Context: an optimization exercise on an open-source flow, tuned for small area. The choices shown serve that exercise and are no tape-out recipe. Where RTL was checked, it was by simulation tests only, not by an equivalence proof against the original. For runs 5 and 6, only the layout was checked, not whether the RTL still works. Power figures rest on the tool's default switching activity, not on a simulated workload.

[flow/config.mk]
export PLATFORM = sky130hd
export DESIGN_NAME = fifo
export DESIGN_NICKNAME = fifo
export VERILOG_FILES = /design/flow/design.v
export SDC_FILE = /design/flow/constraint.sdc
export NUM_CORES = 4
export LEC_CHECK = 0
export CAP_MARGIN = 20
export CORE_MARGIN = 2
export CORE_UTILIZATION = 40
export PLACE_DENSITY = 0.6
export SLEW_MARGIN = 20
[flow/constraint.sdc]
create_clock -name core_clock -period 5.0 [get_ports {clk}]
set_input_delay 1.0000 -clock core_clock [delete_from_list [all_inputs] [get_ports {clk}]]
set_output_delay 1.0000 -clock core_clock [all_outputs]
set_load 0.01 [all_outputs]
[flow/design.v]
module fifo (clk,reset,renb,wenb,din,dout,empty,full);
  input logic clk, reset;
  input logic renb, wenb;
  input logic [7:0] din;
  output logic [7:0] dout;
  output logic empty, full;
  integer i;
  logic [7:0] mem[16];
  logic [4:0] rpr, wpr;
  always @(posedge clk) begin
    if (reset) begin
      rpr  <= 5'b0;
      wpr <= 5'b0;
    end else if (renb && ~empty) begin
      rpr <= rpr + 1;
    end else if (wenb && ~full) begin
      wpr <= wpr + 1;
    end
  end
  always @(posedge clk) begin
    if (reset) begin
      for (i = 0; i < 16; i = i + 1) begin
        mem[i]   <= 8'b0;
        dout <= 8'b0;
      end
    end else begin
      if (renb && ~empty) dout <= mem[rpr[3:0]];
      else if (wenb && ~full) mem[wpr[3:0]] <= din;
    end
  end
  assign empty = (rpr == wpr);
  assign full  = (rpr == {~wpr[4], wpr[3:0]});
endmodule
[flow/run.sh]
#!/bin/bash
# synth_recipe.tcl (not shown) runs the flow's synth.tcl, then flattens the netlist and writes it again
# the make line also repeats each setting of config.mk as NAME=value (left out here)
make -C /OpenROAD-flow-scripts/flow DESIGN_CONFIG=/design/flow/config.mk WORK_HOME=/design/flow/orfs CLKGATE_MAP_FILE= SYNTH_SCRIPT=/design/flow/synth_recipe.tcl finish
==> results.json, run 1 <==
{
  "post-cts-setup-buffer-count": 0,
  "report.final.slew_viol_count": 0,
  "dp_cells": 712,
  "nets": 528,
  "rsz0062_at_grt": "false",
  "multiInputGateArea_um2": 2260,
  "critPathKind": "reg2out",
  "insertion_delay_ns": 0.43,
  "critPathArrivalTime_ns": 2.08,
  "drtPass1Iterations": 5,
  "die_y_um": 133,
  "grt_pass1_wl_um": 23900,
  "synthArstFlopShare": 0,
  "fillCellCount": 1427,
  "instances_no_fill": 744,
  "fp.dieW_um": 133,
  "antenna_cells": 0,
  "post-route-util": 0.466,
  "hold_violations": 0,
  "synthFlopType": "edfxtp_1",
  "setup_tns_ns": 0,
  "hp-class": "reg2reg",
  "clk_pin_slew_ns": 0.06,
  "layout.area.seq_um2": 4210,
  "ios": 22,
  "core_area_um2": 16400,
  "p_per_area_nw_per_um2": 458,
  "clkSinkCount": 146,
  "synth.area.mux_share": 0.115,
  "vias": 4122,
  "setup_viol": 0,
  "synth-edff-count": 128,
  "clock_skew_ns": 0.00765,
  "synth.distinct_cells": 39,
  "hold_buffers": 0,
  "yosys_register_bits": 146,
  "grt_usage": 0.192,
  "final_area_um2": 7650,
  "max_slew.worst_pin.slew_ns": 0.688,
  "grt_pass1_vias": 4134,
  "synth_top_family_by_area": "simple AND/OR/NAND/NOR gates",
  "grt_max_degree": 46,
  "cp.required_ns": 4.00,
  "yosys.area_share.simple": 0.145,
  "gp_congestion": 0.863,
  "start_util": 0.404,
  "worstSetupEndpointType": "primary output",
  "io_buffers": 21,
  "htreeDepth": 4,
  "avgRoutedWirePerCell_um": 21.4,
  "cts_root_buf": "clkbuf_16",
  "syn-num-nets": 519,
  "clock_path_buffers": 2,
  "fp-row-count": 47,
  "layout_min_cycle_time_ns": 3.08,
  "fin_crit_sh": 0.615,
  "setup.worst_path.start_class": "flop",
  "synth-xor-area-share": 0.0119,
  "cts_resized": 0,
  "grt.overflow.total": 0,
  "syn_to_final_growth_pct": 15.3,
  "drive_gt1_frac": 0.151,
  "antenna_found_initial": 0,
  "max-slew-margin-rel": 0.532,
  "synthAdderAreaFrac": 0.00943,
  "vias_per_cell": 5.54,
  "hpwl_um": 11500,
  "numCtsBuffers": 17,
  "detail-route-antenna-nets": 0,
  "die-area_um2": 17600,
  "syn_inst": 502,
  "dpl-instance-area_um2": 6990,
  "synth_compound_area_frac": 0.0588,
  "p_leak_nw": 2.60,
  "crit_fanout": 8,
  "drtIter0Drc": 433,
  "drc": 0,
  "wirelength_um": 15900,
  "postSynthAreaPerCell_um2": 13.2,
  "cts_tree": "built",
  "yosysSeqAreaShare": 0.634,
  "status": "no timing/DRC/antenna violations",
  "irDropWorstVdd_mv": 0.264,
  "netlist_area_um2": 6640,
  "max_freq_mhz": 325,
  "synth_warnings": 1,
  "maxCapViolCount": 0
}
==> worst paths after layout <==
kind / startpoint / to / slack, ns / cells past startpoint
hold / removal: dout[3]$_SDFFE_PP0P_ / dout[3]$_SDFFE_PP0P_ / 0.45 / 2
hold reg to reg: dout[3]$_SDFFE_PP0P_ / dout[3]$_SDFFE_PP0P_ / 0.45 / 2
setup reg to reg: rpr[3]$_SDFFE_PP0P_ / mem[7][5]$_SDFFCE_PN0P_ / 2.14 / 5
setup / recovery: rpr[3]$_SDFFE_PP0P_ / full / 1.92 / 4
==> Yosys cell counts (2+ instances only) <==
library cell	instances	share of area
edfxtp_1	128	0.58
xnor2_1	7	0.0092
a21o_1	22	0.025
dfxtp_1	18	0.054
buf_2	17	0.013
mux4_2	32	0.11
nor3_1	3	0.0023
inv_1	2	0.0011
nand4_2	3	0.0057
and2_1	2	0.0019
xor2_1	2	0.0026
ha_1	5	0.0094
nand2_1	33	0.019
nor2b_1	7	0.0066
clkbuf_1	14	0.0079
a21oi_1	12	0.0091
nand4_1	2	0.0019
and3_1	4	0.0038
nor2_1	137	0.078
a22oi_1	16	0.018
nand3_2	4	0.0060
nand2b_1	13	0.012
nand3_1	3	0.0023
==> cells by family after synthesis <==
group,after synthesis
flip-flops,146
multiplexers,35
AND/OR/NAND/NOR,214
AO/OA/AOI/OAI,56
XOR/XNOR,9
buffers and inverters,37
adder cells (fa/ha/maj),5
==> critical path: stages, from the launching register on <==
cell and delay, ns:
dfxtp_1 0.56, xnor2_1 0.19, nand4_1 0.20, nor2_1 0.15
clkdlybuf4s50_1 0.55
==> state kept, by name, summed over array words and instances, names as in the netlist <==
| name | cells |
|---|---|
| mem | 128 |
| wpr | 5 |
| dout | 8 |
| rpr | 5 |
==> metal layers <==
layer / routed length [µm] / GRT usage
met1: 7030 / 0.256
met2: 7510 / 0.303
met3: 1010 / 0.0494
met4: 381 / 0.0717
met5: 0 / 0
==> metrics by stage <==
| step | hold slack (ns) | setup WS [ns] | power [mW] |
|---|---|---|---|
| after CTS | 0.458 | 1.89 | 3.51 |
| final | 0.454 | 1.92 | 3.51 |
| after detailed placement | 0.450 | 1.56 | 2.09 |
| after global routing | 0.474 | 1.75 | 3.63 |
| after floorplan | 0.481 | 2.62 | 1.91 |
| after global placement | 0.449 | 1.65 | 2.08 |
==> final cells by class <==
type | count | area share
clock inverter | 12 | 0.0273
clock buffer | 20 | 0.0597
sequential | 146 | 0.550
inverter | 2 | 0.000981
tap | 220 | 0.0360
timing repair buffer | 25 | 0.0314
multi-input combinational | 319 | 0.295
==> power by group <==
group	internal, mW	switching (mW)
clock	0.955	0.483
sequential	1.40	0.0379
combinational	0.269	0.366
total	2.62	0.887
==> cells in the final DEF, fill, tap and decap left out, types with 6 or more instances in the layout <==
master	n
xnor2_1	7
nor2b_1	7
nand2b_1	13
a21oi_1	12
nor2_1	137
mux4_2	32
nand2_1	33
edfxtp_1	128
a22oi_1	16
a21o_1	22
clkbuf_16	17
dfxtp_1	17
clkdlybuf4s50_1	21
bufinv_16	6
==> run 2, diff against run 1 <==
==> flow/design.v (replaced) <==
module fifo (clk,reset,renb,wenb,din,dout,empty,full);
  input logic clk, reset;
  input logic renb, wenb;
  input logic [7:0] din;
  output logic [7:0] dout;
  output logic empty, full;
  logic [7:0] mem[16];
  logic [3:0] rp;
  logic rd, wr;
  assign rd = renb & ~empty;
  assign wr = wenb & ~full & ~rd;
  assign full = ~empty & (&rp);
  always @(posedge clk) begin
    if (reset) begin
      rp    <= 4'hf;
      empty <= 1'b1;
    end else if (rd) begin
      rp    <= rp - 4'd1;
      empty <= (rp == 4'd0);
    end else if (wr) begin
      rp    <= rp + 4'd1;
      empty <= 1'b0;
    end
  end
  always @(posedge clk) begin
    if (reset) dout <= 8'b0;
    else if (rd) dout <= mem[rp];
  end
  integer i;
  always @(posedge clk) begin
    if (wr & ~reset) begin
      mem[0] <= din;
      for (i = 1; i < 16; i = i + 1) mem[i] <= mem[i-1];
    end
  end
endmodule
==> results.json, run 2 <==
{
  "start_util": 0.413,
  "numCtsBuffers": 17,
  "clkSinkCount": 141,
  "max_freq_mhz": 257,
  "synthArstFlopShare": 0,
  "grt_usage": 0.170,
  "post-cts-setup-buffer-count": 0,
  "synthAdderAreaFrac": 0.0114,
  "setup.worst_path.start_class": "flop",
  "avgRoutedWirePerCell_um": 20.5,
  "insertion_delay_ns": 0.42,
  "grt_pass1_vias": 3282,
  "status": "no timing/DRC/antenna violations",
  "synth.distinct_cells": 50,
  "synth_compound_area_frac": 0.127,
  "rsz0062_at_grt": "false",
  "post-route-util": 0.489,
  "netlist_area_um2": 5510,
  "grt.overflow.total": 0,
  "io_buffers": 21,
  "worstSetupEndpointType": "primary output",
  "hp-class": "reg2reg",
  "fin_crit_sh": 0.779,
  "ys_top_cells_by_area": "edfxtp_1 (70%), dfxtp_1 (4.7%), a22oi_1 (2.0%)",
  "postSynthAreaPerCell_um2": 15.5,
  "cts_root_buf": "clkbuf_16",
  "die-area_um2": 14700,
  "synth_top_family_by_area": "compound AO/OA/AOI/OAI gates",
  "htreeDepth": 4,
  "p_leak_nw": 2.17,
  "hold_buffers": 0,
  "maxCapViolCount": 0,
  "antenna_found_initial": 0,
  "clk_pin_slew_ns": 0.05,
  "irDropWorstVdd_mv": 0.198,
  "synth_area_leader_cell": "edfxtp_1",
  "syn_inst": 356,
  "syn_to_final_growth_pct": 18.5,
  "grt_pass1_wl_um": 18500,
  "final_area_um2": 6530,
  "layout_min_cycle_time_ns": 3.89,
  "gp_congestion": 0.789,
  "synth-edff-count": 128,
  "syn-num-nets": 373,
  "detail-route-antenna-nets": 0,
  "clock_path_buffers": 2,
  "setup_viol": 0,
  "setup_tns_ns": 0,
  "drtIter0Drc": 249,
  "reg_top3": "mem: 128 flops, dout: 8 flops, rp: 4 flops",
  "vias_per_cell": 5.80,
  "yosysTopAreaCellShare": 0.697,
  "wirelength_um": 11700,
  "max_slew.worst_pin.slew_ns": 1.07,
  "dpl-instance-area_um2": 5890,
  "drtPass1Iterations": 5,
  "nets": 397,
  "fillCellCount": 1158,
  "cts_resized": 0,
  "max_flop_register": "mem",
  "max-slew-margin-rel": 0.284,
  "grt_max_degree": 65,
  "ios": 22,
  "layout_common_cells": "edfxtp_1 (128), clkdlybuf4s50_1 (21), nand2_1 (20)",
  "p_per_area_nw_per_um2": 502,
  "synth_common_cells": "edfxtp_1 (128), nand2_1 (20), buf_2 (16), a22oi_1 (15)",
  "synth_warnings": 2,
  "synth.most_common_cell": "edfxtp_1",
  "cts_tree": "built",
  "hold_violations": 0,
  "core_area_um2": 13300,
  "yosysSeqAreaShare": 0.745,
  "critPathArrivalTime_ns": 2.89,
  "die_y_um": 121,
  "cp.required_ns": 4.00,
  "vias": 3299,
  "drc": 0,
  "report.final.slew_viol_count": 0,
  "largest_reg_flops": 128,
  "synthFlopType": "edfxtp_1",
  "fp-row-count": 42,
  "drive_gt1_frac": 0.120,
  "yosys_register_bits": 141,
  "crit_fanout": 23,
  "yosys.area_share.simple": 0.0658,
  "critPathKind": "reg2out",
  "synth.area.mux_share": 0.0198,
  "clock_skew_ns": 0.00865,
  "layout_commonest_cell": "edfxtp_1",
  "antenna_cells": 0,
  "fp.dieW_um": 121,
  "synth-xor-area-share": 0.00477,
  "hpwl_um": 6830
}
run 2: power by group:
group	switching (mW)	internal, mW	total (mW)
Clock	0.466	0.895	1.36
Sequential	0.0459	1.38	1.43
Combinational	0.307	0.184	0.490
Total	0.819	2.46	3.28
run 2: worst paths after layout:
kind / from / end / slack (ns) / depth (start not counted)
hold reg to reg: mem[5][7]$_DFFE_PP_ / mem[6][7]$_DFFE_PP_ / 0.45 / 0
hold / removal: mem[5][7]$_DFFE_PP_ / mem[6][7]$_DFFE_PP_ / 0.45 / 0
setup reg to reg: rp[0]$_SDFFE_PP1P_ / mem[11][6]$_DFFE_PP_ / 1.90 / 5
setup / recovery: rp[0]$_SDFFE_PP1P_ / full / 1.11 / 4
run 2: critical path, stage by stage, from the launching register on:
cell	delay (ns)
dfxtp_1	0.42
ha_1	0.90
nand2_2	0.35
nor3_1	0.23
clkdlybuf4s50_1	0.57
run 2: cell families (layout without fill, tap and decap cells):
| family | after synthesis | count (layout) |
|---|---|---|
| mux | 10 | 10 |
| flops | 141 | 141 |
| fa+ha+maj | 5 | 5 |
| compound gates | 94 | 94 |
| xor+xnor | 3 | 3 |
| simple gates | 73 | 73 |
| buf+inv | 30 | 67 |
run 2: area by class of cell:
cell class / count / area [µm²] / share of cell area
flip-flops and latches: 141 / 4100 / 0.628
multi-input cells: 185 / 1270 / 0.195
clock buffers: 20 / 447 / 0.0684
repair buffers: 30 / 278 / 0.0425
well taps: 176 / 220 / 0.0337
clock inverters: 12 / 194 / 0.0297
inverters: 5 / 18.8 / 0.00287
run 2: routing by layer:
| metal | up-vias | GRT usage | wire length [µm] |
|---|---|---|---|
| met3 | 16 | 0.0418 | 675 |
| met5 | - | 0 | 0 |
| met4 | 0 | 0.0661 | 191 |
| met2 | 120 | 0.250 | 5340 |
| li1 | 1492 | - | - |
| met1 | 1671 | 0.243 | 5440 |
run 2: metrics by stage:
stage	power [mW]	hold slack (ns)	std cells	setup WS [ns]
2_1_floorplan	1.79	0.419	356	0.132
5_1_grt	3.40	0.450	569	0.933
4_1_cts	3.29	0.448	569	1.10
6_report	3.28	0.447	569	1.11
3_3_place_gp	1.93	0.427	537	1.62
3_5_place_dp	1.94	0.432	537	1.57
==> run 3, diff against run 2 <==
==> flow/flow/run.sh (new file) <==
#!/bin/bash
# Standard ORFS layout with a lighter clock tree (small clock buffers, no dummy
# loads) and minimum-size port buffers. Each make run logs to its own file here.
set -euo pipefail
export CTS_ARGS="-sink_clustering_enable -repair_clock_nets -dont_use_dummy_load -buf_list sky130_fd_sc_hd__clkbuf_4"
export BUFFER_PORTS_ARGS="-buffer_cell sky130_fd_sc_hd__buf_1"
bash standard.sh synth > make_synth.log 2>&1
bash standard.sh finish > make_finish.log 2>&1
==> flow/standard.sh (new file) <==
#!/bin/bash
# synth_recipe.tcl (not shown) runs the flow's synth.tcl, then flattens the netlist and writes it again
# the make line also repeats each setting of config.mk as NAME=value (left out here)
make -C /OpenROAD-flow-scripts/flow DESIGN_CONFIG=/design/flow/config.mk WORK_HOME=/design/flow/orfs CLKGATE_MAP_FILE= SYNTH_SCRIPT=/design/flow/synth_recipe.tcl "${@:-finish}"
removed: flow/run.sh
==> results.json, run 3 <==
{
  "drc": 0,
  "status": "no timing/DRC/antenna violations",
  "setup.worst_path.start_class": "flop",
  "post-route-util": 0.441,
  "cts_resized": 0,
  "cp.required_ns": 4.00,
  "core_area_um2": 13300,
  "ys_top_cells_by_area": "edfxtp_1 (70%), dfxtp_1 (4.7%), a22oi_1 (2.0%)",
  "drive_gt1_frac": 0.0899,
  "min_path_cells": 0,
  "clock_path_buffers": 2,
  "maxCapViolCount": 0,
  "insertion_delay_ns": 0.54,
  "numCtsBuffers": 17,
  "min_from": "mem[14][0]$_DFFE_PP_",
  "irDropWorstVdd_mv": 0.182,
  "die_y_um": 121,
  "netlist_area_um2": 5510,
  "clk_pin_slew_ns": 0.12,
  "wirelength_um": 11400,
  "gp_congestion": 0.741,
  "crit_fanout": 14,
  "setup_tns_ns": 0,
  "synth-edff-count": 128,
  "critPathKind": "reg2out",
  "yosysSeqAreaShare": 0.745,
  "hold_buffers": 0,
  "synthArstFlopShare": 0,
  "start_util": 0.413,
  "hold_violations": 0,
  "grt_pass1_wl_um": 18200,
  "grt_max_degree": 77,
  "synth.distinct_cells": 50,
  "layout_common_cells": "edfxtp_1 (128), buf_1 (21), nand2_1 (20)",
  "ios": 22,
  "rrSetupSlack_ns": 2.45,
  "clkPwrFrac": 0.204,
  "max_slew.worst_pin.slew_ns": 1.08,
  "critPathSlowestCell": "dfxtp_1",
  "hpwl_um": 6730,
  "syn-num-nets": 373,
  "grt.overflow.total": 0,
  "power.switching_mw": 0.686,
  "htreeDepth": 4,
  "reg_top3": "mem: 128 flops, dout: 8 flops, rp: 4 flops",
  "syn_to_final_growth_pct": 6.88,
  "grt_pass1_vias": 3263,
  "layout_min_cycle_time_ns": 2.94,
  "p_seq_frac": 0.600,
  "reg2reg_from": "rp[2]$_SDFFE_PP1P_",
  "avgRoutedWirePerCell_um": 20.6,
  "vias": 3204,
  "drtPass1Iterations": 5,
  "swShare": 0.288,
  "clkSinkCount": 141,
  "power_mw": 2.38,
  "max_freq_mhz": 340,
  "crit_chain": "nand2_2 > nor3_1 > buf_1",
  "syn_inst": 356,
  "hp-class": "reg2reg",
  "cp_num_buf_inv": 1,
  "p_per_area_nw_per_um2": 405,
  "synthFlopType": "edfxtp_1",
  "reg2regPathDepth": 4,
  "synth_area_leader_cell": "edfxtp_1",
  "synth.most_common_cell": "edfxtp_1",
  "cts_tree": "built",
  "vias_per_cell": 5.77,
  "nets": 397,
  "detail-route-antenna-nets": 0,
  "p_leak_nw": 1.88,
  "hold_end": "mem[15][0]$_DFFE_PP_",
  "critPathArrivalTime_ns": 1.94,
  "synth_common_cells": "edfxtp_1 (128), nand2_1 (20), buf_2 (16), a22oi_1 (15)",
  "p_int_mw": 1.70,
  "cp_top_family": "flip-flops",
  "fp.dieW_um": 121,
  "io_buffers": 21,
  "worstSetupEndpointType": "primary output",
  "postSynthAreaPerCell_um2": 15.5,
  "setup_viol": 0,
  "rsz0062_at_grt": "false",
  "max_flop_register": "mem",
  "largest_reg_flops": 128,
  "slowest_delay_ns": 0.71,
  "yosysTopAreaCellShare": 0.697,
  "fp-row-count": 42,
  "drtIter0Drc": 257,
  "report.final.slew_viol_count": 0,
  "clock_skew_ns": 0.0268,
  "grt_usage": 0.168,
  "synth_warnings": 2,
  "die-area_um2": 14700,
  "layout_commonest_cell": "edfxtp_1",
  "max-slew-margin-rel": 0.279,
  "antenna_found_initial": 1,
  "cts_root_buf": "clkbuf_4",
  "post-cts-setup-buffer-count": 0,
  "combPwrFrac": 0.196,
  "fin_crit_sh": 0.588,
  "regToRegEndpoint": "mem[12][4]$_DFFE_PP_",
  "yosys_register_bits": 141
}
-- run 3: worst register-to-register path, stage by stage, from the launching register on --
cell     delay, ns
dfxtp_1       0.71
nand2_2       0.32
o31ai_2       0.56
nor3_4        0.08
buf_4         0.41
-- run 3: cell families (layout without fill, tap and decap cells) --
kind of cell | count (synthesis) | after routing | share of synthesized area
other | 0 | 1 | 0
buffers and inverters | 30 | 52 | 0.0268
adder cells (fa/ha/maj) | 5 | 5 | 0.0114
AO/OA/AOI/OAI | 94 | 94 | 0.127
AND/OR/NAND/NOR | 73 | 73 | 0.0658
multiplexers | 10 | 10 | 0.0197
XOR/XNOR | 3 | 3 | 0.00477
flip-flops | 141 | 141 | 0.745
-- run 3: power groups by stage --
stage          Sequential (mW)  Clock (mW)  Combinational, mW
3_3_place_gp              1.45           0              0.463
5_1_grt                   1.44       0.546              0.512
2_1_floorplan             1.44           0              0.346
4_1_cts                   1.43       0.504              0.466
3_5_place_dp              1.46           0              0.465
6_report                  1.43       0.487              0.467
-- run 3: worst max-delay path by stage --
stage,startpoint,to,slack (ns),cells past startpoint
after floorplan,renb,mem[0][0]$_DFFE_PP_,0.13,3
after global placement,reset,mem[15][3]$_DFFE_PP_,2.26,3
after detailed placement,reset,mem[15][3]$_DFFE_PP_,2.18,3
after CTS,rp[2]$_SDFFE_PP1P_,full,2.05,3
after global routing,rp[2]$_SDFFE_PP1P_,full,1.88,3
final,rp[2]$_SDFFE_PP1P_,full,2.06,3
-- run 3: per-layer routing --
metal  GRT usage  share of wire  vias to the layer above  wire, µm
li1            -              -                     1475         -
met1       0.243           0.47                     1578      5400
met3      0.0437          0.067                       17       771
met5           0              0                        -         0
met4      0.0726          0.020                        0       223
met2       0.239           0.44                      134      5030
-- run 3: per-stage QoR --
step / std cells / hold slack, ns / cell area [µm²] / setup WS [ns]
finish: 555 / 0.436 / 5890 / 2.06
global route: 555 / 0.447 / 5890 / 1.88
CTS: 554 / 0.447 / 5890 / 2.05
detailed placement: 537 / 0.434 / 5760 / 2.18
global placement: 537 / 0.431 / 5760 / 2.26
floorplan: 356 / 0.419 / 5520 / 0.132
-- run 3: final cells by class --
| type | instances | area (µm²) |
|---|---|---|
| tap | 176 | 220 |
| clock buffer | 17 | 128 |
| fill | 1266 | 7460 |
| sequential | 141 | 4100 |
| multi-input combinational | 185 | 1270 |
| timing repair buffer | 30 | 146 |
| inverter | 5 | 18.8 |
| antenna | 1 | 2.50 |
==> run 4, diff against run 3 <==
--- a/flow/design.v
+++ b/flow/design.v
@@ -24,5 +24,10 @@
   end
+  logic [7:0] rdata;
+  always_comb begin
+    rdata = 8'b0;
+    for (int k = 0; k < 16; k++)
+      rdata = rdata | ({8{~reset && rp == k}} & mem[k]);
+  end
   always @(posedge clk) begin
-    if (reset) dout <= 8'b0;
-    else if (rd) dout <= mem[rp];
+    if (rd | reset) dout <= rdata;
   end
==> flow/flow/run.sh (replaced) <==
#!/bin/bash
# The standard layout with three changes:
#  - synthesis maps logic with an area-oriented ABC script (flow/synth.tcl);
#  - clock tree of small clock buffers without dummy loads;
#  - minimum-size port buffers.
# Each make run writes its full output to its own log file here.
set -euo pipefail
work=$(pwd)
export AREA_ABC_SCRIPT=$work/flow/area.abc
export FLOW_SYNTH_TCL=$work/synth_recipe.tcl
export CTS_ARGS="-sink_clustering_enable -repair_clock_nets -dont_use_dummy_load -buf_list sky130_fd_sc_hd__clkbuf_4"
export BUFFER_PORTS_ARGS="-buffer_cell sky130_fd_sc_hd__buf_1"
sed "s#SYNTH_SCRIPT=[^ ]*#SYNTH_SCRIPT=$work/flow/synth.tcl#" standard.sh > own_standard.sh
grep -q "SYNTH_SCRIPT=$work/flow/synth.tcl" own_standard.sh
bash own_standard.sh synth > make_synth.log 2>&1
bash own_standard.sh finish > make_finish.log 2>&1
==> flow/flow/area.abc (new file) <==
strash
&get -n
&st
&dch
&nf -R 1000
&put
strash
&get -n
&st
&dch
&nf -R 1000
&put
==> flow/flow/synth.tcl (new file) <==
# The standard synthesis (synth_recipe.tcl, sourced unchanged) with one
# difference: Yosys's abc call maps the logic with flow/area.abc, an
# area-oriented ABC script, in place of ORFS's speed script.
proc abc {args} {
  set i [lsearch -exact $args -script]
  if { $i >= 0 } { lset args [expr {$i + 1}] $::env(AREA_ABC_SCRIPT) }
  puts "abc (area script): $args"
  yosys abc {*}$args
}
source $::env(FLOW_SYNTH_TCL)
==> results.json, run 4 <==
{
  "netlist_area_um2": 5070,
  "vias_per_cell": 5.66,
  "cts_resized": 0,
  "numCtsBuffers": 17,
  "min_path_cells": 0,
  "maxCapViolCount": 0,
  "largest_reg_flops": 128,
  "p_leak_nw": 1.72,
  "setup_viol": 0,
  "syn_to_final_growth_pct": 9.69,
  "syn-num-nets": 288,
  "insertion_delay_ns": 0.55,
  "syn_inst": 271,
  "detail-route-antenna-nets": 0,
  "setup_tns_ns": 0,
  "nets": 332,
  "grt_pass1_vias": 2645,
  "max-slew-margin-rel": 0.308,
  "wirelength_um": 10100,
  "p_int_mw": 1.60,
  "layout_commonest_cell": "edfxtp_1",
  "post-cts-setup-buffer-count": 0,
  "synth.most_common_cell": "edfxtp_1",
  "start_util": 0.405,
  "critPathSlowestCell": "nor2_4",
  "multiInputGateArea_um2": 893,
  "critPathKind": "in2reg",
  "setup.worst_path.start_class": "primary input",
  "status": "no timing/DRC/antenna violations",
  "ys_top_cells_by_area": "edfxtp_1 (81%), a222oi_1 (4.9%), a22oi_1 (3.1%)",
  "dpl-instance-area_um2": 5430,
  "synth_area_leader_cell": "edfxtp_1",
  "clkSinkCount": 141,
  "cp_top_family": "simple AND/OR/NAND/NOR gates",
  "rsz0062_at_grt": "false",
  "clock_path_buffers": 2,
  "cp.depth": 4,
  "die-area_um2": 13600,
  "p_per_area_nw_per_um2": 375,
  "synthFlopType": "edfxtp_1",
  "fp.dieW_um": 117,
  "cp_num_buf_inv": 2,
  "avgRoutedWirePerCell_um": 20.7,
  "gp_congestion": 0.799,
  "swShare": 0.235,
  "rrSetupSlack_ns": 2.38,
  "hp-class": "reg2reg",
  "hold_buffers": 0,
  "cts_tree": "built",
  "yosysTopAreaCellShare": 0.805,
  "drtIter0Drc": 333,
  "synth_warnings": 2,
  "vias": 2751,
  "combPwrFrac": 0.078,
  "io_buffers": 21,
  "die_y_um": 117,
  "crit_chain": "buf_1 > nand2b_1 > nor2_4 > buf_12",
  "htreeDepth": 4,
  "yosys_register_bits": 141,
  "yosysSeqAreaShare": 0.825,
  "hold_violations": 0,
  "power.switching_mw": 0.490,
  "slowest_delay_ns": 0.91,
  "p_seq_frac": 0.687,
  "reg2regPathDepth": 4,
  "ios": 22,
  "layout.area.seq_um2": 4180,
  "synth.distinct_cells": 24,
  "fin_crit_sh": 0.559,
  "worstSetupEndpointType": "flop",
  "postSynthAreaPerCell_um2": 18.7,
  "clock_skew_ns": 0.0354,
  "antenna_found_initial": 0,
  "reg_top3": "mem: 128 flops, dout: 8 flops, rp: 4 flops",
  "crit_fanout": 60,
  "grt.overflow.total": 0,
  "place_ws_ns": 1.61,
  "core_area_um2": 12500,
  "hpwl_um": 6090,
  "layout_common_cells": "edfxtp_1 (136), a222oi_1 (25), a22oi_1 (21), buf_1 (21), clkbuf_4 (17)",
  "drtPass1Iterations": 8,
  "clkPwrFrac": 0.235,
  "max_flop_register": "mem",
  "final_area_um2": 5560,
  "max_slew.worst_pin.slew_ns": 1.04,
  "drc": 0,
  "max_freq_mhz": 358,
  "fillCellCount": 1128,
  "synth-edff-count": 136,
  "grt_pass1_wl_um": 15300,
  "cp.required_ns": 5.21,
  "critPathArrivalTime_ns": 3.00,
  "hold_slack_ns": 0.420,
  "cts_root_buf": "clkbuf_4",
  "synthArstFlopShare": 0,
  "drive_gt1_frac": 0.0735,
  "synth_common_cells": "edfxtp_1 (136), a222oi_1 (25), a22oi_1 (21), nor2_1 (16), nand2_1 (11)",
  "grt_usage": 0.158,
  "layout_min_cycle_time_ns": 2.79,
  "fp-row-count": 41,
  "layout_setup_ws_ns": 2.21,
  "irDropWorstVdd_mv": 0.126,
  "clk_pin_slew_ns": 0.11,
  "report.final.slew_viol_count": 0,
  "grt_max_degree": 61
}
==> run 4: cell count changes after synthesis, moves of 7 or more <==
cell,delta
a21oi_1,-7
a222oi_1,+19
buf_2,-16
dfxtp_1,-8
edfxtp_1,+8
nand2_1,-9
nor2_1,+7
nor3_1,-10
==> run 4: stage by stage <==
stage | cells | utilization | power [mW]
after detailed placement | 468 | 0.434 | 1.62
after CTS | 485 | 0.444 | 2.11
final | 486 | 0.445 | 2.09
after floorplan | 271 | - | 1.55
after global routing | 485 | 0.444 | 2.18
after global placement | 468 | 0.434 | 1.61
==> run 4: final cells by class <==
class | instances | share of cell area
repair buffers | 25 | 0.0241
clock buffers | 17 | 0.0229
multi-input cells | 128 | 0.161
well taps | 172 | 0.0387
flip-flops and latches | 141 | 0.752
inverters | 2 | 0.00135
diodes | 1 | 0.000450
==> run 4: worst paths after layout <==
| check | startpoint | endpoint |
|---|---|---|
| worst max-delay path | reset | mem[8][4]$_DFFE_PP_ |
| worst max register to register | empty$_SDFFE_PP1P_ | mem[8][4]$_DFFE_PP_ |
| worst min-delay path | mem[3][2]$_DFFE_PP_ | mem[4][2]$_DFFE_PP_ |
| worst min register to register | mem[3][2]$_DFFE_PP_ | mem[4][2]$_DFFE_PP_ |
==> run 4: layer usage <==
layer	vias to the layer above	GRT usage	routed length (µm)
met5	-	0	0
met4	0	0.0596	163
met3	12	0.0690	1070
met2	148	0.232	4550
met1	1351	0.211	4300
li1	1240	-	-
==> run 4: worst reg2reg max path: stages (launching register included) <==
cell,delay (ns)
dfxtp_1,0.40
nand2b_1,0.22
nand2b_1,0.36
nor2_4,0.91
buf_12,0.40
==> run 4: logic make-up after synthesis <==
| kind of cell | after synthesis | synth area share |
|---|---|---|
| buf+inv | 2 | 0.00148 |
| simple gates | 60 | 0.0599 |
| fa+ha+maj | 5 | 0.0123 |
| xor+xnor | 1 | 0.00173 |
| compound gates | 62 | 0.0997 |
| flops | 141 | 0.825 |
==> run 4: power groups by stage <==
stage,Combinational (mW),Sequential [mW],Clock [mW]
2_1_floorplan,0.0975,1.45,0
3_3_place_gp,0.158,1.46,0
3_5_place_dp,0.163,1.46,0
4_1_cts,0.164,1.43,0.508
5_1_grt,0.182,1.44,0.553
6_report,0.162,1.43,0.490
==> run 5, diff against run 4 <==
--- a/flow/design.v
+++ b/flow/design.v
@@ -13,11 +13,12 @@
   always @(posedge clk) begin
-    if (reset) begin
-      rp    <= 4'hf;
-      empty <= 1'b1;
-    end else if (rd) begin
-      rp    <= rp - 4'd1;
-      empty <= (rp == 4'd0);
-    end else if (wr) begin
-      rp    <= rp + 4'd1;
-      empty <= 1'b0;
+    if (reset | rd | wr) begin
+      rp    <= reset ? 4'hf : rd ? rp - 4'd1 : rp + 4'd1;
+      empty <= reset | (rd & (rp == 4'd0));
+    end
+  end
+  logic [3:0] lo, hi;
+  always_comb begin
+    for (int k = 0; k < 4; k++) begin
+      lo[k] = (rp[1:0] == k);
+      hi[k] = (rp[3:2] == k) & ~reset;
     end
@@ -28,3 +29,3 @@
     for (int k = 0; k < 16; k++)
-      rdata = rdata | ({8{~reset && rp == k}} & mem[k]);
+      rdata = rdata | ({8{hi[k/4] & lo[k%4]}} & mem[k]);
   end
--- a/flow/flow/run.sh
+++ b/flow/flow/run.sh
@@ -2,3 +2,3 @@
 # The standard layout with three changes:
-#  - synthesis maps logic with an area-oriented ABC script (flow/synth.tcl);
+#  - synthesis maps logic with area-oriented ABC scripts (flow/synth.tcl);
 #  - clock tree of small clock buffers without dummy loads;
@@ -8,3 +8,4 @@
 work=$(pwd)
-export AREA_ABC_SCRIPT=$work/flow/area.abc
+export OWN_FLOW_DIR=$work/flow
+export OWN_FLOW_WORK=$work
 export FLOW_SYNTH_TCL=$work/synth_recipe.tcl
==> flow/flow/abc1.abc (new file) <==
strash
&get -n
&st
&dch
&nf -R 1000
&put
strash
&get -n
&st
&dch
&nf -R 1000
&put
==> flow/flow/abc2.abc (new file) <==
strash
&get -n
&st
&dc2
&dch -f
&nf -R 2000
&put
==> flow/flow/abc3.abc (new file) <==
strash
balance
rewrite
refactor
balance
rewrite
rewrite -z
balance
refactor -z
rewrite -z
balance
&get -n
&st
&dch
&nf -R 1000
&put
==> flow/flow/abc4.abc (new file) <==
strash
dch
amap
topo
==> flow/flow/synth.tcl (replaced) <==
# The standard synthesis (synth_recipe.tcl, sourced unchanged) with one
# difference: Yosys's abc call maps the logic with each of the area-oriented
# ABC scripts flow/abc*.abc in turn and keeps the mapping with the smallest
# cell area.
proc abc {args} {
  set i [lsearch -exact $args -script]
  set lib [lindex $args [expr {[lsearch -exact $args -liberty] + 1}]]
  yosys design -save my_pre_abc
  set best ""
  set best_area 1e18
  foreach s [lsort [glob $::env(OWN_FLOW_DIR)/abc*.abc]] {
    yosys design -load my_pre_abc
    set a $args
    lset a [expr {$i + 1}] $s
    yosys abc {*}$a
    yosys tee -q -o $::env(OWN_FLOW_WORK)/abc_try.txt stat -liberty $lib
    set f [open $::env(OWN_FLOW_WORK)/abc_try.txt]
    set txt [read $f]
    close $f
    regexp {Chip area for module[^:]*:\s*([0-9.]+)} $txt -> area
    puts "abc script $s: area $area"
    if { $area < $best_area } {
      set best_area $area
      set best $s
    }
  }
  puts "abc script chosen: $best (area $best_area)"
  yosys design -load my_pre_abc
  lset args [expr {$i + 1}] $best
  yosys abc {*}$args
}
source $::env(FLOW_SYNTH_TCL)
removed: flow/flow/area.abc
==> results.json, run 5 <==
{
  "core_area_um2": 12500,
  "post-cts-setup-buffer-count": 0,
  "ys_top_cells_by_area": "edfxtp_1 (84%), a22oi_1 (4.7%), a222oi_1 (3.2%)",
  "drtIter0Drc": 288,
  "insertion_delay_ns": 0.49,
  "hp-class": "reg2reg",
  "layout_commonest_cell": "edfxtp_1",
  "syn_to_final_growth_pct": 8.88,
  "numCtsBuffers": 17,
  "rsz0062_at_grt": "false",
  "synth.distinct_cells": 21,
  "htreeDepth": 4,
  "cp.required_ns": 5.34,
  "hold_buffers": 0,
  "synth.most_common_cell": "edfxtp_1",
  "start_util": 0.406,
  "grt_pass1_wl_um": 13200,
  "drc": 0,
  "avgRoutedWirePerCell_um": 17.1,
  "drtPass1Iterations": 6,
  "irDropWorstVdd_mv": 0.185,
  "nets": 320,
  "critPathArrivalTime_ns": 3.19,
  "max_flop_register": "mem",
  "die_y_um": 116,
  "setup.worst_path.start_class": "primary input",
  "p_per_area_nw_per_um2": 374,
  "fin_crit_sh": 0.571,
  "cts_tree": "built",
  "layout_common_cells": "edfxtp_1 (141), a22oi_1 (32), buf_1 (21)",
  "largest_reg_flops": 128,
  "grt.overflow.total": 0,
  "yosys_register_bits": 141,
  "antenna_found_initial": 0,
  "fp.dieW_um": 116,
  "critPathKind": "in2reg",
  "gp_congestion": 0.734,
  "cts_root_buf": "clkbuf_4",
  "vias": 2562,
  "detail-route-antenna-nets": 0,
  "p_leak_nw": 1.68,
  "reg_top3": "mem: 128 flops, dout: 8 flops, rp: 4 flops",
  "wirelength_um": 8100,
  "synthArstFlopShare": 0,
  "synthFlopType": "edfxtp_1",
  "post-route-util": 0.442,
  "yosysSeqAreaShare": 0.837,
  "grt_max_degree": 70,
  "grt_pass1_vias": 2539,
  "synth_common_cells": "edfxtp_1 (141), a22oi_1 (32), a222oi_1 (16), nor2_1 (16)",
  "max_freq_mhz": 351,
  "clk_pin_slew_ns": 0.10,
  "crit_fanout": 10,
  "clkSinkCount": 141,
  "vias_per_cell": 5.39,
  "setup_tns_ns": 0,
  "antenna_cells": 0,
  "syn-num-nets": 277,
  "synth-edff-count": 141,
  "report.final.slew_viol_count": 0,
  "io_buffers": 21,
  "grt_usage": 0.130,
  "clock_skew_ns": 0.0181,
  "max-slew-margin-rel": 0.289,
  "syn_inst": 262,
  "drive_gt1_frac": 0.0693,
  "fillCellCount": 1108,
  "synth_area_leader_cell": "edfxtp_1",
  "fp-row-count": 41,
  "maxCapViolCount": 0,
  "netlist_area_um2": 5060,
  "layout_min_cycle_time_ns": 2.85,
  "yosysTopAreaCellShare": 0.837,
  "ios": 22,
  "hold_violations": 0,
  "setup_viol": 0,
  "die-area_um2": 13600,
  "synth_warnings": 2,
  "cts_resized": 0,
  "postSynthAreaPerCell_um2": 19.3,
  "worstSetupEndpointType": "flop",
  "clock_path_buffers": 2,
  "status": "no timing/DRC/antenna violations",
  "max_slew.worst_pin.slew_ns": 1.06,
  "hpwl_um": 5360
}
[run 5: area by class of cell]
class / instances / area, µm² / share of cell area
flip-flops and latches: 141 / 4230 / 0.769
multi-input cells: 118 / 822 / 0.149
well taps: 172 / 215 / 0.0391
clock buffers: 17 / 128 / 0.0232
repair buffers: 24 / 98.8 / 0.0179
inverters: 3 / 11.3 / 0.00204
[run 5: per-layer routing]
metal / wire [µm] / track usage / vias up / part of all wire
met2: 3700 / 0.188 / 76 / 0.46
met1: 3810 / 0.187 / 1275 / 0.47
met4: 82 / 0.0476 / 0 / 0.010
li1: - / - / 1206 / -
met3: 509 / 0.0426 / 5 / 0.063
met5: 0 / 0 / - / 0
[run 5: cells by family (layout without fill, tap and decap cells)]
logic type | Yosys count | in the layout | share of synthesized area
buffers and inverters | 3 | 44 | 0.00223
AND/OR/NAND/NOR | 51 | 51 | 0.0490
adder cells (fa/ha/maj) | 3 | 3 | 0.00890
XOR/XNOR | 1 | 1 | 0.00173
flip-flops | 141 | 141 | 0.837
AO/OA/AOI/OAI | 63 | 63 | 0.101
[run 5: power breakdown]
part	internal [mW]	leakage [nW]	switching, mW
sequential	1.39	1.32	0.0354
clock	0.156	0.0782	0.319
combinational	0.0500	0.287	0.109
total	1.60	1.68	0.463
[run 5: final timing paths]
| kind | to | start | depth (start not counted) | slack (ns) |
|---|---|---|---|---|
| hold reg to reg | mem[2][7]$_DFFE_PP_ | mem[1][7]$_DFFE_PP_ | 0 | 0.44 |
| setup reg to reg | dout[4]$_DFFE_PP_ | rp[3]$_SDFFCE_PP1P_ | 6 | 2.32 |
| hold / removal | mem[2][7]$_DFFE_PP_ | mem[1][7]$_DFFE_PP_ | 0 | 0.44 |
| setup / recovery | dout[4]$_DFFE_PP_ | reset | 7 | 2.15 |
[run 5: worst max-delay path: stages]
cell,delay [ns]
buf_1,0.18
or3_1,0.42
nor3_1,0.83
a222oi_1,0.34
nand4_1,0.21
a221oi_1,0.08
nand3_1,0.13
[run 5: per-stage QoR]
step	hold slack [ns]	power, mW	setup WS (ns)	std cells	cell area, µm²
global route	0.463	2.16	2.03	475	5510
finish	0.444	2.06	2.15	475	5510
CTS	0.446	2.08	2.20	474	5500
global placement	0.430	1.60	1.74	457	5380
detailed placement	0.435	1.61	1.67	457	5380
floorplan	0.425	1.55	1.03	262	5070
==> run 6, diff against run 5 <==
--- a/flow/config.mk
+++ b/flow/config.mk
@@ -9,4 +9,4 @@
 export CORE_MARGIN = 2
-export CORE_UTILIZATION = 40
-export PLACE_DENSITY = 0.6
+export CORE_UTILIZATION = 65
+export PLACE_DENSITY = 0.8
 export SLEW_MARGIN = 20
==> results.json, run 6 <==
{
  "layout_setup_ws_ns": 2.24,
  "htreeDepth": 4,
  "cts_resized": 0,
  "dpl-instance-area_um2": 5290,
  "drtIter0Drc": 347,
  "layout_min_cycle_time_ns": 2.76,
  "clkSinkCount": 141,
  "maxCapViolCount": 0,
  "grt_pass1_vias": 2674,
  "max_freq_mhz": 363,
  "hpwl_um": 5510,
  "synth_warnings": 2,
  "drc": 0,
  "synth-edff-count": 141,
  "clock_skew_ns": 0.0377,
  "clk_pin_slew_ns": 0.09,
  "status": "no timing/DRC/antenna violations",
  "p_leak_nw": 1.68,
  "gp_congestion": 0.778,
  "syn_inst": 262,
  "rsz0062_at_grt": "false",
  "report.final.slew_viol_count": 0,
  "layout_common_cells": "edfxtp_1 (141), a22oi_1 (32), buf_1 (21)",
  "critPathArrivalTime_ns": 3.10,
  "cp.required_ns": 5.34,
  "largest_reg_flops": 128,
  "synth.most_common_cell": "edfxtp_1",
  "cts_root_buf": "clkbuf_4",
  "hold_buffers": 0,
  "insertion_delay_ns": 0.50,
  "drive_gt1_frac": 0.0662,
  "crit_chain": "buf_1 > or3_1 > nor3_1 > a222oi_1 > nand4_1 > a221oi_1 > nand3_1",
  "critPathKind": "in2reg",
  "avgRoutedWirePerCell_um": 20.0,
  "die_y_um": 92.2,
  "hold_slack_ns": 0.426,
  "fillCellCount": 479,
  "drtPass1Iterations": 5,
  "max_slew.worst_pin.slew_ns": 1.04,
  "hp-class": "reg2reg",
  "cts_tree": "built",
  "grt_max_degree": 88,
  "die-area_um2": 8510,
  "setup_tns_ns": 0,
  "grt.overflow.total": 0,
  "fp.dieW_um": 92.2,
  "reg2reg_from": "rp[3]$_SDFFCE_PP1P_",
  "instances_no_fill": 404,
  "synthArstFlopShare": 0,
  "layout.area.seq_um2": 4230,
  "core_area_um2": 7650,
  "fp-row-count": 32,
  "multiInputGateArea_um2": 822,
  "synth_area_leader_cell": "edfxtp_1",
  "syn-num-nets": 277,
  "max-slew-margin-rel": 0.308,
  "layout_commonest_cell": "edfxtp_1",
  "synth_common_cells": "edfxtp_1 (141), a22oi_1 (32), a222oi_1 (16), nor2_1 (16)",
  "io_buffers": 21,
  "fin_crit_sh": 0.551,
  "reg_top3": "mem: 128 flops, dout: 8 flops, rp: 4 flops",
  "syn_to_final_growth_pct": 7.05,
  "yosys_register_bits": 141,
  "synth.distinct_cells": 21,
  "cp_top_family": "simple AND/OR/NAND/NOR gates",
  "antenna_cells": 0,
  "clock_path_buffers": 2,
  "post-cts-setup-buffer-count": 0,
  "grt_usage": 0.209,
  "ys_top_cells_by_area": "edfxtp_1 (84%), a22oi_1 (4.7%), a222oi_1 (3.2%)",
  "detail-route-antenna-nets": 0,
  "final_area_um2": 5420,
  "place_ws_ns": 1.78,
  "start_util": 0.662,
  "vias": 2627,
  "p_per_area_nw_per_um2": 379,
  "nets": 319,
  "yosysSeqAreaShare": 0.837,
  "setup.worst_path.start_class": "primary input",
  "crit_fanout": 10,
  "max_flop_register": "mem",
  "irDropWorstVdd_mv": 0.218,
  "slowest_delay_ns": 0.78,
  "postSynthAreaPerCell_um2": 19.3,
  "yosysTopAreaCellShare": 0.837,
  "worstSetupEndpointType": "flop",
  "numCtsBuffers": 17,
  "setup_viol": 0,
  "synthFlopType": "edfxtp_1",
  "dp_cells": 387,
  "ios": 22,
  "critPathSlowestCell": "nor3_1",
  "min_from": "mem[10][6]$_DFFE_PP_",
  "wirelength_um": 8090,
  "antenna_found_initial": 0,
  "hold_violations": 0,
  "cp-startpoint": "reset",
  "grt_pass1_wl_um": 13300,
  "vias_per_cell": 6.50,
  "cp_num_buf_inv": 1,
  "netlist_area_um2": 5060
}
run 6: cell count changes in the layout (fill, tap and decap cells not counted), sizes merged:
cell | previous run | this run
buf | 24 | 23
run 6: final timing paths:
check / end / slack [ns] / cells after the start
worst max-delay path: dout[3]$_DFFE_PP_ / 2.24 / 7
worst min-delay path: mem[11][6]$_DFFE_PP_ / 0.43 / 0
worst max register to register: dout[3]$_DFFE_PP_ / 2.39 / 6
worst min register to register: mem[11][6]$_DFFE_PP_ / 0.43 / 0
run 6: cells by family (layout without fill, tap and decap cells):
group                      count (synthesis)  in the layout  synth area share
DFF                                      141            141             0.837
xor gates and xnor gates                   1              1           0.00173
buffers and inverters                      3             43           0.00223
AOI/OAI and AO/OA                         63             63             0.101
adders and majority gates                  3              3           0.00890
and+or+nand+nor                           51             51            0.0490
run 6: layout make-up:
class / instances / share of cell area
flip-flops and latches: 141 / 0.782
well taps: 102 / 0.0236
inverters: 3 / 0.00208
repair buffers: 23 / 0.0173
multi-input cells: 118 / 0.152
clock buffers: 17 / 0.0236
run 6: worst register-to-register path: cells and delay by family, from the launching register on:
family / cells / cell delay, ns
compound gates: 2 / 0.41
flops: 1 / 0.51
simple gates: 4 / 1.56
run 6: report_power, final:
part	switching (mW)	total [mW]	internal (mW)
Sequential	0.0394	1.43	1.39
Clock	0.313	0.469	0.156
Combinational	0.105	0.155	0.0500
run 6: stage by stage:
| stage | power, mW | util |
|---|---|---|
| floorplan | 1.55 | - |
| CTS | 2.07 | 0.708 |
| global placement | 1.60 | 0.692 |
| global route | 2.14 | 0.708 |
| detailed placement | 1.61 | 0.692 |
| finish | 2.05 | 0.708 |
run 6: metal layers:
layer	vias to the layer above	GRT usage	part of all wire
met3	7	0.0435	0.064
met2	113	0.342	0.51
met1	1297	0.280	0.42
met4	0	0.0846	0.0063
met5	-	0	0
li1	1210	-	-
==> run 7, diff against run 6 <==
--- a/flow/design.v
+++ b/flow/design.v
@@ -13,13 +13,4 @@
   always @(posedge clk) begin
-    if (reset | rd | wr) begin
-      rp    <= reset ? 4'hf : rd ? rp - 4'd1 : rp + 4'd1;
-      empty <= reset | (rd & (rp == 4'd0));
-    end
-  end
-  logic [3:0] lo, hi;
-  always_comb begin
-    for (int k = 0; k < 4; k++) begin
-      lo[k] = (rp[1:0] == k);
-      hi[k] = (rp[3:2] == k) & ~reset;
-    end
+    rp    <= (rp + {rd, rd, rd, rd | wr}) | {4{reset}};
+    empty <= reset | (rd & (rp == 4'd0)) | (empty & ~wr);
   end
@@ -29,3 +20,3 @@
     for (int k = 0; k < 16; k++)
-      rdata = rdata | ({8{hi[k/4] & lo[k%4]}} & mem[k]);
+      rdata = rdata | ({8{~reset && rp == k}} & mem[k]);
   end
@@ -36,3 +27,3 @@
   always @(posedge clk) begin
-    if (wr & ~reset) begin
+    if (wr) begin
       mem[0] <= din;
--- a/flow/config.mk
+++ b/flow/config.mk
@@ -7,6 +7,6 @@
 export LEC_CHECK = 0
-export CAP_MARGIN = 20
+export CAP_MARGIN = 0
 export CORE_MARGIN = 2
-export CORE_UTILIZATION = 65
-export PLACE_DENSITY = 0.8
-export SLEW_MARGIN = 20
+export CORE_UTILIZATION = 40
+export PLACE_DENSITY = 0.6
+export SLEW_MARGIN = 0
==> results.json, run 7 <==
{
  "gp_congestion": 0.816,
  "drive_gt1_frac": 0.0631,
  "grt_max_degree": 129,
  "setup_tns_ns": 0,
  "clk_pin_slew_ns": 0.10,
  "synth.distinct_cells": 22,
  "insertion_delay_ns": 0.51,
  "die_y_um": 116,
  "grt_usage": 0.136,
  "ys_top_cells_by_area": "edfxtp_1 (81%), a22oi_1 (4.8%), a222oi_1 (3.2%)",
  "drc": 0,
  "syn-num-nets": 278,
  "grt_pass1_wl_um": 13200,
  "critPathKind": "reg2reg",
  "drtPass1Iterations": 5,
  "instances_no_fill": 469,
  "dpl-instance-area_um2": 5340,
  "synth_area_leader_cell": "edfxtp_1",
  "cts_root_buf": "clkbuf_4",
  "grt.overflow.total": 0,
  "syn_to_final_growth_pct": 8.85,
  "cts_resized": 0,
  "setup_viol": 0,
  "fillCellCount": 1095,
  "syn_inst": 262,
  "layout_commonest_cell": "edfxtp_1",
  "ios": 22,
  "worstSetupEndpointType": "flop",
  "irDropWorstVdd_mv": 0.203,
  "antenna_cells": 0,
  "antenna_found_initial": 0,
  "rsz0062_at_grt": "false",
  "yosysTopAreaCellShare": 0.813,
  "hold_violations": 0,
  "netlist_area_um2": 5020,
  "wirelength_um": 8270,
  "p_int_mw": 1.77,
  "clkSinkCount": 141,
  "yosys_register_bits": 141,
  "hpwl_um": 5420,
  "vias_per_cell": 5.42,
  "p_seq_frac": 0.684,
  "critPathArrivalTime_ns": 3.16,
  "dp_cells": 452,
  "fp-row-count": 40,
  "grt_pass1_vias": 2455,
  "core_area_um2": 12100,
  "io_buffers": 21,
  "clock_skew_ns": 0.0327,
  "place_ws_ns": 1.66,
  "power.switching_mw": 0.595,
  "largest_reg_flops": 128,
  "cts_tree": "built",
  "maxCapViolCount": 0,
  "htreeDepth": 4,
  "layout_min_cycle_time_ns": 2.81,
  "numCtsBuffers": 17,
  "drtIter0Drc": 376,
  "synth_warnings": 2,
  "crit_fanout": 8,
  "detail-route-antenna-nets": 0,
  "hold_slack_ns": 0.428,
  "synthFlopType": "edfxtp_1",
  "max_freq_mhz": 356,
  "die-area_um2": 13500,
  "hold_buffers": 0,
  "setup.worst_path.start_class": "flop",
  "fin_crit_sh": 0.562,
  "layout_common_cells": "edfxtp_1 (136), a22oi_1 (32), buf_1 (21)",
  "postSynthAreaPerCell_um2": 19.2,
  "yosysSeqAreaShare": 0.833,
  "final_area_um2": 5470,
  "avgRoutedWirePerCell_um": 17.6,
  "p_per_area_nw_per_um2": 434,
  "synth.most_common_cell": "edfxtp_1",
  "power_mw": 2.37,
  "synth-edff-count": 136,
  "synthArstFlopShare": 0,
  "combPwrFrac": 0.116,
  "nets": 319,
  "status": "no timing/DRC/antenna violations",
  "swShare": 0.251,
  "post-route-util": 0.451,
  "synth_common_cells": "edfxtp_1 (136), a22oi_1 (32), a222oi_1 (16), nor2_1 (13), nand3_1 (10)",
  "p_leak_nw": 1.72,
  "vias": 2543,
  "max_slew.worst_pin.slew_ns": 1.14,
  "max-slew-margin-rel": 0.234,
  "start_util": 0.415,
  "report.final.slew_viol_count": 0,
  "clkPwrFrac": 0.200,
  "hp-class": "reg2reg",
  "post-cts-setup-buffer-count": 0,
  "cp.required_ns": 5.35,
  "layout_setup_ws_ns": 2.19,
  "clock_path_buffers": 2,
  "reg_top3": "mem: 128 flops, dout: 8 flops, rp: 4 flops",
  "fp.dieW_um": 116,
  "max_flop_register": "mem"
}
-- run 7: cell count changes after synthesis, moves of 2 or more --
cell,before,now
edfxtp_1,141,136
nand3_1,8,10
nor2_1,16,13
dfxtp_1,0,5
-- run 7: worst max-delay path, stage by stage, from the launching register on --
cell and delay (ns):
dfxtp_1 0.43, clkinv_1 0.17, or3_1 0.47, nor3_1 0.89
a222oi_1 0.26, nand4_1 0.23, a221oi_1 0.08, nand3_1 0.13
-- run 7: final timing paths --
path / slack (ns) / from / cells past startpoint / endpoint
max reg2reg: 2.19 / rp[1]$_DFF_P_ / 7 / dout[6]$_DFFE_PP_
min: 0.43 / mem[10][6]$_DFFE_PP_ / 0 / mem[11][6]$_DFFE_PP_
min reg2reg: 0.43 / mem[10][6]$_DFFE_PP_ / 0 / mem[11][6]$_DFFE_PP_
max: 2.19 / rp[1]$_DFF_P_ / 7 / dout[6]$_DFFE_PP_
-- run 7: kinds of logic after synthesis --
| family | share of synthesized area |
|---|---|
| adder cells (fa/ha/maj) | 0.0115 |
| buffers and inverters | 0.00299 |
| flip-flops | 0.833 |
| XOR/XNOR | 0.00174 |
| AND/OR/NAND/NOR | 0.0483 |
| AO/OA/AOI/OAI | 0.102 |
-- run 7: power groups by stage --
stage / logic (mW) / registers, mW / clock network [mW]
2_1_floorplan: 0.178 / 1.64 / 0
3_3_place_gp: 0.270 / 1.64 / 0
3_5_place_dp: 0.279 / 1.65 / 0
4_1_cts: 0.279 / 1.62 / 0.501
5_1_grt: 0.312 / 1.64 / 0.552
6_report: 0.275 / 1.62 / 0.474
-- run 7: metal layers --
layer,global-route usage,vias up,wire (µm)
met4,0.0452,0,89
met1,0.196,1252,4000
met3,0.0596,12,518
li1,-,1209,-
met5,0,-,0
met2,0.186,70,3660
-- run 7: cell type report --
class	count	area, µm²	area share
timing repair buffer	22	98.8	0.0181
clock buffer	17	128	0.0234
sequential	141	4180	0.766
inverter	4	15.0	0.00275
multi-input combinational	117	830	0.152
tap	168	210	0.0385
==> run 8, diff against run 7 <==
--- a/flow/config.mk
+++ b/flow/config.mk
@@ -7,3 +7,3 @@
 export LEC_CHECK = 0
-export CAP_MARGIN = 0
+export CAP_MARGIN = 20
 export CORE_MARGIN = 2
@@ -11,2 +11,2 @@
 export PLACE_DENSITY = 0.6
-export SLEW_MARGIN = 0
+export SLEW_MARGIN = 20
==> results.json, run 8 <==
{
  "setup_tns_ns": 0,
  "grt_usage": 0.135,
  "clkPwrFrac": 0.200,
  "grt_pass1_wl_um": 13400,
  "worstSetupEndpointType": "primary output",
  "grt.overflow.total": 0,
  "cts_resized": 0,
  "die_y_um": 116,
  "max-slew-margin-rel": 0.342,
  "place_ws_ns": 1.96,
  "yosysSeqAreaShare": 0.833,
  "detail-route-antenna-nets": 0,
  "p_per_area_nw_per_um2": 433,
  "synth_warnings": 2,
  "fp.dieW_um": 116,
  "critPathArrivalTime_ns": 1.70,
  "clock_path_buffers": 2,
  "numCtsBuffers": 17,
  "hpwl_um": 5430,
  "ios": 22,
  "reg_top3": "mem: 128 flops, dout: 8 flops, rp: 4 flops",
  "setup.worst_path.start_class": "flop",
  "max_freq_mhz": 370,
  "postSynthAreaPerCell_um2": 19.2,
  "hold_slack_ns": 0.439,
  "drtPass1Iterations": 7,
  "layout_common_cells": "edfxtp_1 (136), a22oi_1 (32), buf_1 (21)",
  "power_mw": 2.37,
  "clock_skew_ns": 0.0236,
  "antenna_found_initial": 0,
  "vias": 2580,
  "gp_congestion": 0.816,
  "avgRoutedWirePerCell_um": 17.7,
  "setup_viol": 0,
  "clk_pin_slew_ns": 0.09,
  "hold_buffers": 0,
  "synthArstFlopShare": 0,
  "p_seq_frac": 0.683,
  "fp-row-count": 40,
  "layout_setup_ws_ns": 2.30,
  "dpl-instance-area_um2": 5350,
  "nets": 319,
  "yosysTopAreaCellShare": 0.813,
  "syn_to_final_growth_pct": 9.15,
  "syn_inst": 262,
  "drc": 0,
  "die-area_um2": 13500,
  "drtIter0Drc": 310,
  "final_area_um2": 5480,
  "combPwrFrac": 0.116,
  "wirelength_um": 8280,
  "start_util": 0.415,
  "io_buffers": 21,
  "post-cts-setup-buffer-count": 0,
  "report.final.slew_viol_count": 0,
  "synth.most_common_cell": "edfxtp_1",
  "largest_reg_flops": 128,
  "power.switching_mw": 0.600,
  "max_slew.worst_pin.slew_ns": 0.980,
  "drive_gt1_frac": 0.0731,
  "synthFlopType": "edfxtp_1",
  "max_flop_register": "mem",
  "cts_root_buf": "clkbuf_4",
  "htreeDepth": 4,
  "hp-class": "reg2reg",
  "grt_pass1_vias": 2571,
  "p_leak_nw": 1.72,
  "swShare": 0.253,
  "clkSinkCount": 141,
  "netlist_area_um2": 5020,
  "irDropWorstVdd_mv": 0.157,
  "cts_tree": "built",
  "syn-num-nets": 278,
  "layout_min_cycle_time_ns": 2.70,
  "maxCapViolCount": 0,
  "synth_common_cells": "edfxtp_1 (136), a22oi_1 (32), a222oi_1 (16), nor2_1 (13), nand3_1 (10)",
  "critPathKind": "reg2out",
  "yosys_register_bits": 141,
  "synth.distinct_cells": 22,
  "grt_max_degree": 129,
  "vias_per_cell": 5.50,
  "insertion_delay_ns": 0.51,
  "core_area_um2": 12100,
  "antenna_cells": 0,
  "ys_top_cells_by_area": "edfxtp_1 (81%), a22oi_1 (4.8%), a222oi_1 (3.2%)",
  "synth_area_leader_cell": "edfxtp_1",
  "layout_commonest_cell": "edfxtp_1",
  "p_int_mw": 1.77,
  "cp.required_ns": 4.00,
  "hold_violations": 0,
  "fin_crit_sh": 0.540,
  "synth-edff-count": 136,
  "crit_fanout": 9,
  "rsz0062_at_grt": "false",
  "status": "no timing/DRC/antenna violations"
}
-- run 8: cell counts after synthesis --
Identical to the previous run, type by type.
-- run 8: logic make-up (layout without fill, tap and decap cells) --
family	after synthesis	in the layout	synth area share
adder cells (fa/ha/maj)	4	4	0.0115
flip-flops	141	141	0.833
AND/OR/NAND/NOR	49	49	0.0483
AO/OA/AOI/OAI	63	63	0.102
XOR/XNOR	1	1	0.00174
buffers and inverters	4	43	0.00299
-- run 8: through the flow --
step                      utilization  instances
after floorplan                     -        262
after global placement          0.441        452
after detailed placement        0.442        452
after CTS                       0.452        469
after global routing            0.452        469
final                           0.452        469
-- run 8: critical path, cell delays in order (launching register included) --
cell and delay (ns):
dfxtp_1 0.55, nand2_1 0.21, nor3_1 0.27, buf_1 0.18
-- run 8: worst paths after layout --
| check | startpoint | slack, ns | endpoint | cells after the start |
|---|---|---|---|---|
| worst max-delay path | rp[3]$_DFF_P_ | 2.30 | full | 3 |
| worst min-delay path | mem[12][1]$_DFFE_PP_ | 0.44 | mem[13][1]$_DFFE_PP_ | 0 |
| worst max register to register | rp[1]$_DFF_P_ | 2.60 | dout[6]$_DFFE_PP_ | 7 |
| worst min register to register | mem[12][1]$_DFFE_PP_ | 0.44 | mem[13][1]$_DFFE_PP_ | 0 |
-- run 8: area by class of cell --
| class | instances | area, µm² |
|---|---|---|
| Clock buffer | 17 | 128 |
| Fill cell | 1102 | 6630 |
| Inverter | 4 | 15.0 |
| Multi-Input combinational cell | 117 | 845 |
| Sequential cell | 141 | 4180 |
| Tap cell | 168 | 210 |
| Timing Repair Buffer | 22 | 98.8 |
-- run 8: power groups by stage --
stage          registers, mW  logic, mW  clock network [mW]
3_3_place_gp            1.64      0.270                   0
5_1_grt                 1.65      0.314               0.542
6_report                1.62      0.276               0.476
4_1_cts                 1.62      0.280               0.498
2_1_floorplan           1.64      0.178                   0
3_5_place_dp            1.65      0.279                   0
-- run 8: metal layers --
layer,GRT usage,vias up,share of wire
met1,0.188,1278,0.47
met5,0,-,0
met4,0.0667,0,0.014
met3,0.0429,10,0.060
met2,0.193,85,0.46
li1,-,1207,-
==> run 9, diff against run 8 <==
--- a/flow/config.mk
+++ b/flow/config.mk
@@ -7,3 +7,3 @@
 export LEC_CHECK = 0
-export CAP_MARGIN = 20
+export CAP_MARGIN = 5
 export CORE_MARGIN = 2
@@ -11,2 +11,2 @@
 export PLACE_DENSITY = 0.6
-export SLEW_MARGIN = 20
+export SLEW_MARGIN = 5
==> results.json, run 9 <==
{
  "cp.required_ns": 5.35,
  "max_slew.worst_pin.slew_ns": 1.14,
  "cts_resized": 0,
  "critPathArrivalTime_ns": 3.16,
  "clock_skew_ns": 0.0327,
  "p_seq_frac": 0.684,
  "swShare": 0.251,
  "p_int_mw": 1.77,
  "largest_reg_flops": 128,
  "setup_viol": 0,
  "synthFlopType": "edfxtp_1",
  "drive_gt1_frac": 0.0631,
  "combPwrFrac": 0.116,
  "synth_warnings": 2,
  "yosys_register_bits": 141,
  "cts_root_buf": "clkbuf_4",
  "detail-route-antenna-nets": 0,
  "vias": 2543,
  "clk_pin_slew_ns": 0.10,
  "ys_top_cells_by_area": "edfxtp_1 (81%), a22oi_1 (4.8%), a222oi_1 (3.2%)",
  "synth_area_leader_cell": "edfxtp_1",
  "drtIter0Drc": 376,
  "synthArstFlopShare": 0,
  "insertion_delay_ns": 0.51,
  "syn_to_final_growth_pct": 8.85,
  "layout_min_cycle_time_ns": 2.81,
  "max_flop_register": "mem",
  "layout_commonest_cell": "edfxtp_1",
  "ios": 22,
  "status": "no timing/DRC/antenna violations",
  "numCtsBuffers": 17,
  "syn-num-nets": 278,
  "netlist_area_um2": 5020,
  "crit_chain": "clkinv_1 > or3_1 > nor3_1 > a222oi_1 > nand4_1 > a221oi_1 > nand3_1",
  "cp_top_family": "simple AND/OR/NAND/NOR gates",
  "yosysTopAreaCellShare": 0.813,
  "final_area_um2": 5470,
  "power_mw": 2.37,
  "gp_congestion": 0.816,
  "max_freq_mhz": 356,
  "setup_tns_ns": 0,
  "synth-xor-area-share": 0.00174,
  "worstSetupEndpointType": "flop",
  "hp-class": "reg2reg",
  "syn_inst": 262,
  "avgRoutedWirePerCell_um": 17.6,
  "power.switching_mw": 0.595,
  "clock_path_buffers": 2,
  "dpl-instance-area_um2": 5340,
  "post-cts-setup-buffer-count": 0,
  "grt_usage": 0.136,
  "nets": 319,
  "max-slew-margin-rel": 0.234,
  "min_path_cells": 0,
  "io_buffers": 21,
  "p_per_area_nw_per_um2": 434,
  "crit_fanout": 8,
  "rrSetupSlack_ns": 2.19,
  "p_leak_nw": 1.72,
  "grt_pass1_wl_um": 13200,
  "report.final.slew_viol_count": 0,
  "start_util": 0.415,
  "reg2regPathDepth": 7,
  "wirelength_um": 8270,
  "hold_violations": 0,
  "rsz0062_at_grt": "false",
  "hold_buffers": 0,
  "reg_top3": "mem: 128 flops, dout: 8 flops, rp: 4 flops",
  "grt.overflow.total": 0,
  "fp-row-count": 40,
  "postSynthAreaPerCell_um2": 19.2,
  "critPathKind": "reg2reg",
  "grt_pass1_vias": 2455,
  "synth_compound_area_frac": 0.102,
  "htreeDepth": 4,
  "critPathSlowestCell": "nor3_1",
  "synth.most_common_cell": "edfxtp_1",
  "setup.worst_path.start_class": "flop",
  "grt_max_degree": 129,
  "fillCellCount": 1095,
  "hpwl_um": 5420,
  "fp.dieW_um": 116,
  "core_area_um2": 12100,
  "synth.distinct_cells": 22,
  "drtPass1Iterations": 5,
  "die-area_um2": 13500,
  "clkPwrFrac": 0.200,
  "synth.area.mux_share": 0,
  "cts_tree": "built",
  "maxCapViolCount": 0,
  "synth_common_cells": "edfxtp_1 (136), a22oi_1 (32), a222oi_1 (16), nor2_1 (13), nand3_1 (10)",
  "clkSinkCount": 141,
  "die_y_um": 116,
  "cp_num_buf_inv": 1,
  "layout_common_cells": "edfxtp_1 (136), a22oi_1 (32), buf_1 (21)",
  "synth_top_family_by_area": "compound AO/OA/AOI/OAI gates",
  "synthAdderAreaFrac": 0.0115,
  "vias_per_cell": 5.42,
  "dp_cells": 452,
  "antenna_cells": 0,
  "drc": 0,
  "fin_crit_sh": 0.562,
  "instances_no_fill": 469,
  "slowest_delay_ns": 0.89,
  "yosysSeqAreaShare": 0.833,
  "antenna_found_initial": 0,
  "hold_slack_ns": 0.428,
  "irDropWorstVdd_mv": 0.203,
  "yosys.area_share.simple": 0.0483,
  "synth-edff-count": 136,
  "cp.depth": 7
}
==> run 9: final timing paths <==
check / start / endpoint
hold reg to reg: mem[10][6]$_DFFE_PP_ / mem[11][6]$_DFFE_PP_
setup reg to reg: rp[1]$_DFF_P_ / dout[6]$_DFFE_PP_
setup / recovery: rp[1]$_DFF_P_ / dout[6]$_DFFE_PP_
hold / removal: mem[10][6]$_DFFE_PP_ / mem[11][6]$_DFFE_PP_
==> run 9: worst reg2reg max path, stage by stage, from the launching register on <==
cell and delay (ns):
dfxtp_1 0.43, clkinv_1 0.17, or3_1 0.47, nor3_1 0.89
a222oi_1 0.27, nand4_1 0.23, a221oi_1 0.08, nand3_1 0.13
==> run 9: power groups by stage <==
stage	registers [mW]	logic (mW)	clock network, mW
final	1.62	0.275	0.474
after global routing	1.64	0.312	0.552
after CTS	1.62	0.279	0.501
after detailed placement	1.65	0.279	0
after global placement	1.64	0.270	0
after floorplan	1.64	0.178	0
==> run 9: area by class of cell <==
cell class,instances,area (µm²),area share
Sequential cell,141,4180,0.766
Inverter,4,15.0,0.00275
Clock buffer,17,128,0.0234
Tap cell,168,210,0.0385
Multi-Input combinational cell,117,830,0.152
Timing Repair Buffer,22,98.8,0.0181
==> run 9: through the flow <==
stage / setup WS, ns / utilization
global route: 2.01 / 0.451
CTS: 2.19 / 0.451
global placement: 1.63 / 0.441
floorplan: 1.29 / -
detailed placement: 1.66 / 0.441
finish: 2.19 / 0.451
==> run 9: logic make-up (layout without fill, tap and decap cells) <==
| group | Yosys count | count (layout) |
|---|---|---|
| AO/OA/AOI/OAI | 63 | 63 |
| adder cells (fa/ha/maj) | 4 | 4 |
| buffers and inverters | 4 | 43 |
| flip-flops | 141 | 141 |
| AND/OR/NAND/NOR | 49 | 49 |
| XOR/XNOR | 1 | 1 |
==> run 9: per-layer routing <==
metal  track usage  wire (µm)  share of wire  vias up
li1              -          -              -     1209
met1         0.196       4000           0.48     1252
met2         0.186       3660           0.44       70
met3        0.0596        518          0.063       12
met4        0.0452         89          0.011        0
met5             0          0              0        -

[separate check: timing with driven ports]
Ports are ideal in the flow. The routed layouts listed here were re-timed in OpenROAD. Step 1: set_driving_cell puts a clkbuf_16 on clk and a buf_2 on each other input, an assumption about the parent block. Step 2 times the ports against the registers' clock, not the clock port: input delays grow and output delays shrink by t, the midpoint of the rising clock arrivals with the driver on. Slacks: no drivers / after step 1 / after step 2; pairs: no drivers / after step 1.
run | shift t [ns] | slack for setup (ns)
run 1 | 0.467 | 1.923 / 1.881 / 1.472
run 2 | 0.454 | 1.107 / 1.068 / 1.521
run 3 | 0.561 | 2.059 / 2.026 / 2.166
run 4 | 0.559 | 2.207 / 2.185 / 1.659
run 5 | 0.509 | 2.147 / 2.161 / 1.652
run 6 | 0.502 | 2.243 / 2.245 / 1.743
run 7 | 0.532 | 2.189 / 2.189 / 1.681
run 8 | 0.526 | 2.300 / 2.269 / 1.896
run 9 | 0.532 | 2.189 / 2.189 / 1.681
After both steps setup and hold are still met in every run listed.
